Context: an optimization exercise on an open-source flow, tuned for small area and a short achievable clock period. The choices shown serve that exercise and are no tape-out recipe. Where RTL was checked, it was by simulation tests only, not by an equivalence proof against the original. The clock port is modelled as an ideal driver, which makes a skipped or thinned clock tree look cheaper than it is; a real chip needs a root buffer or a tree. Power figures rest on the tool's default switching activity, not on a simulated workload.

Setup of old:
==> flow/design.v <==
`timescale 1ns/10ps
module IOTDF( clk, rst, in_en, iot_in, fn_sel, busy, valid, iot_out);
input          clk;
input          rst;
input          in_en;
input  [7:0]   iot_in;
input  [2:0]   fn_sel;
output         busy;
output         valid;
output [127:0] iot_out;
reg  [127:0] x;         
reg  [127:0] y;         
reg  [2:0]   s3;        
reg          carry;     
reg          r;         
reg          ones;      
reg          copy_r;    
reg          emit_r;    
reg  [2:0]   fn;        
reg          valid_r;
reg  [3:0]   cnt;       
reg          have;      
reg  [2:0]   pos;       
reg          r0done;    
wire ph0  = (cnt == 4'd0);
wire ph15 = (cnt == 4'd15);
wire f_mma  = (fn == 3'b001) | (fn == 3'b010) | (fn == 3'b011);
wire f_avg  = (fn == 3'b011);
wire f_ext  = (fn == 3'b100);
wire f_exc  = (fn == 3'b101);
wire f_peak = (fn[2:1] == 2'b11);
wire f_less = (fn == 3'b010) | (fn == 3'b111);
wire [7:0] a = x[127:120];
wire [7:0] b = y[127:120];
wire r_prev = r;
wire [7:0] gk = a & ~b;
wire [7:0] pk = a | ~b;
wire g10 = gk[1] | (pk[1] & gk[0]), p10 = pk[1] & pk[0];
wire g32 = gk[3] | (pk[3] & gk[2]), p32 = pk[3] & pk[2];
wire g54 = gk[5] | (pk[5] & gk[4]), p54 = pk[5] & pk[4];
wire g76 = gk[7] | (pk[7] & gk[6]), p76 = pk[7] & pk[6];
wire g30 = g32 | (p32 & g10), p30 = p32 & p10;
wire g74 = g76 | (p76 & g54), p74 = p76 & p54;
wire g70 = g74 | (p74 & g30), p70 = p74 & p30;
wire r_next = f_less ^ (g70 | (p70 & (r_prev ^ f_less)));
wire ones_next = (a == 8'hFF) & ones;
wire better = r_next;
wire last   = (pos == 3'd7);
wire first  = (pos == 3'd0) & ~(f_peak & r0done);    
wire ge70   = a[7] | (a[6] & a[5] & a[4]);
wire ltAF   = ~a[7] | (~a[6] & (~a[5] | (~a[4] & ~(&a[3:0]))));
wire lt7F   = ~a[7] & ~(&a[6:0]);
wire geC0   = a[7] & a[6];
wire ext_ok = ge70 & (ltAF | ((a == 8'hAF) & ~ones));
wire exc_ok = lt7F | ((a == 8'h7F) & ~ones) | geC0;
wire copy_now = f_ext | f_exc | first | better;
wire emit_now = have & ((f_mma & last) |
                        (f_peak & (r0done ? better : last)) |
                        (f_ext & ext_ok) |
                        (f_exc & exc_ok));
wire copy = ph0 ? copy_now : copy_r;
wire       first_in = ~have | last;     
wire [3:0] low    = (s3 & {3{~first_in}}) + x[10:8];
wire [7:0] addend = {x[10:8] & {3{~ph15}}, x[7:3]};
wire [8:0] asum   = (y[7:0] & {8{~first}}) + addend + carry;
wire sel_a = f_avg;
wire sel_x = ~f_avg & copy;
wire sel_y = ~f_avg & ~copy;
wire [7:0] yin = (asum[7:0] & {8{sel_a}}) | (x[7:0] & {8{sel_x}}) | (y[7:0] & {8{sel_y}});
assign busy    = 1'b0;
assign valid   = valid_r;
assign iot_out = y;
always @(posedge clk) begin
	x <= {iot_in, x[127:8]};
	fn <= fn_sel;
	y <= {yin, y[127:8]};
	r <= ~ph0 & r_next;
	ones <= ph0 | ones_next;
	if (ph15) begin
		carry   <= low[3];
		s3      <= low[2:0];
	end
	else
		carry <= asum[8];
	if (ph0) begin
		copy_r <= copy_now;
		emit_r <= emit_now;
	end
end
always @(posedge clk or posedge rst) begin
	if (rst) begin
		valid_r <= 1'b0;
		cnt     <= 4'd0;
		have    <= 1'b0;
		pos     <= 3'd0;
		r0done  <= 1'b0;
	end
	else begin
		valid_r <= ph15 & emit_r;
		if (in_en | have | ~ph0)
			cnt <= cnt + 4'd1;
		if (ph15) begin
			have <= in_en;
			if (have) begin
				pos <= pos + 3'd1;
				if (last)
					r0done <= 1'b1;
			end
		end
	end
end
endmodule
Settings: LEC_CHECK=0, ABC_AREA=0, CAP_MARGIN=20, CORE_MARGIN=2, CORE_UTILIZATION=65, CTS_BUF_LIST=sky130_fd_sc_hd__clkbuf_8, CTS_CLUSTER_DIAMETER=60, CTS_CLUSTER_SIZE=18, PLACE_DENSITY=0.75, SLEW_MARGIN=20; clock period 10.0 ns.
standard.sh (not shown) runs the stock make flow with config.mk's settings and CLKGATE_MAP_FILE= SYNTH_SCRIPT=/design/flow/synth_recipe.tcl, a recipe that flattens the netlist after the stock synthesis.
==> flow/flow/run.sh <==
#!/bin/bash
# The standard layout, with these changes:
#  - plain sky130_fd_sc_hd__buf_1 cells as the port buffers;
#  - timing repair aims at a period of 10 - SETUP_SLACK_MARGIN ns, and runs
#    after global routing only, once the clock tree has its final form.
set -euo pipefail
here=$(pwd)
export BUFFER_PORTS_ARGS="-buffer_cell sky130_fd_sc_hd__buf_1"
export POST_CTS_TCL="$here/flow/post_cts.tcl"
export SKIP_CTS_REPAIR_TIMING=1
export SETUP_SLACK_MARGIN=7.1
bash standard.sh > flow_standard.log 2>&1
Other scripts of this flow, unchanged in this note and not shown: flow/flow/post_cts.tcl, flow/flow/reroot.tcl
For new, these inputs were changed with respect to old:
--- a/flow/design.v
+++ b/flow/design.v
@@ -16,5 +16,4 @@
 reg          ones;      
 reg          copy_r;    
-reg          emit_r;    
 reg  [2:0]   fn;        
 reg          valid_r;
@@ -22,4 +21,5 @@
 reg          have;      
 reg  [2:0]   pos;       
+reg          first_r;   
 reg          r0done;    
 wire ph0  = (cnt == 4'd0);
@@ -47,5 +47,5 @@
 wire better = r_next;
 wire last   = (pos == 3'd7);
-wire first  = (pos == 3'd0) & ~(f_peak & r0done);    
+wire first  = first_r;
 wire ge70   = a[7] | (a[6] & a[5] & a[4]);
 wire ltAF   = ~a[7] | (~a[6] & (~a[5] | (~a[4] & ~(&a[3:0]))));
@@ -54,10 +54,8 @@
 wire ext_ok = ge70 & (ltAF | ((a == 8'hAF) & ~ones));
 wire exc_ok = lt7F | ((a == 8'h7F) & ~ones) | geC0;
-wire copy_now = f_ext | f_exc | first | better;
-wire emit_now = have & ((f_mma & last) |
-                        (f_peak & (r0done ? better : last)) |
-                        (f_ext & ext_ok) |
-                        (f_exc & exc_ok));
-wire copy = ph0 ? copy_now : copy_r;
+wire copy_now = (f_ext & ext_ok) | (f_exc & exc_ok) | (~f_ext & ~f_exc & (first | better));
+wire copy = (f_ext | f_exc) | (ph0 ? copy_now : copy_r);
+wire emit = have & (((f_mma | (f_peak & ~r0done)) & last) |
+                    ((f_ext | f_exc | (f_peak & r0done)) & copy_r));
 wire       first_in = ~have | last;     
 wire [3:0] low    = (s3 & {3{~first_in}}) + x[10:8];
@@ -78,4 +76,5 @@
 	ones <= ph0 | ones_next;
 	if (ph15) begin
+		first_r <= have ? (last & ~f_peak) : ((pos == 3'd0) & ~(f_peak & r0done));
 		carry   <= low[3];
 		s3      <= low[2:0];
@@ -85,5 +84,4 @@
 	if (ph0) begin
 		copy_r <= copy_now;
-		emit_r <= emit_now;
 	end
 end
@@ -97,5 +95,5 @@
 	end
 	else begin
-		valid_r <= ph15 & emit_r;
+		valid_r <= ph15 & emit;
 		if (in_en | have | ~ph0)
 			cnt <= cnt + 4'd1;
==> comparison <==
Cmp new vs old: share of total power in sequential cells higher in new. [new vs old] synthesis-to-finish area growth: lower in new. [compare] base=old new=new: met2 layer usage reported by global route increased by 3.8 points relative to the old numbers; maximum clock frequency has decreased. Summary — reported leakage power, new relative to old: lower, by 2.2%. old -> new: total standard cell area after synthesis flat. Final worst setup slack: new lower than old. Against old as the reference, new delivers a higher via count of the first global-routing pass. From old to new the numbers moved as follows: pre-CTS setup slack -0.040 ns, post-layout total power has remained practically unchanged, final cell count saw little to no change, sequential power held.
Only the layout flow was run in new; the RTL was not checked for function there.

-- what the ideal ports hide --
No port has a modelled driver above. Below, the same layouts with a new extraction and two added sets of constraints.
Step 1: set_driving_cell puts a clkbuf_16 on clk and a buf_2 on each other input, an assumption about the parent block.
Step 2 times the ports against the registers' clock, not the clock port: input delays grow and output delays shrink by t, the midpoint of the rising clock arrivals with the driver on.
Slacks: ideal ports / drivers / drivers and shift; pairs: ideal ports / drivers.
| run | t, ns | setup slack, ns | clock arrival spread, ns | worst data-port slew with drivers (ns) | pins driven straight from the clock port |
|---|---|---|---|---|---|
| old | 0.368 | 7.135 / 7.052 / 7.342 | 0.036 / 0.036 | 0.04 | 4 |
| new | 0.354 | 7.100 / 7.019 / 7.265 | 0.049 / 0.049 | 0.03 | 4 |
After both steps every run listed still meets setup and hold.
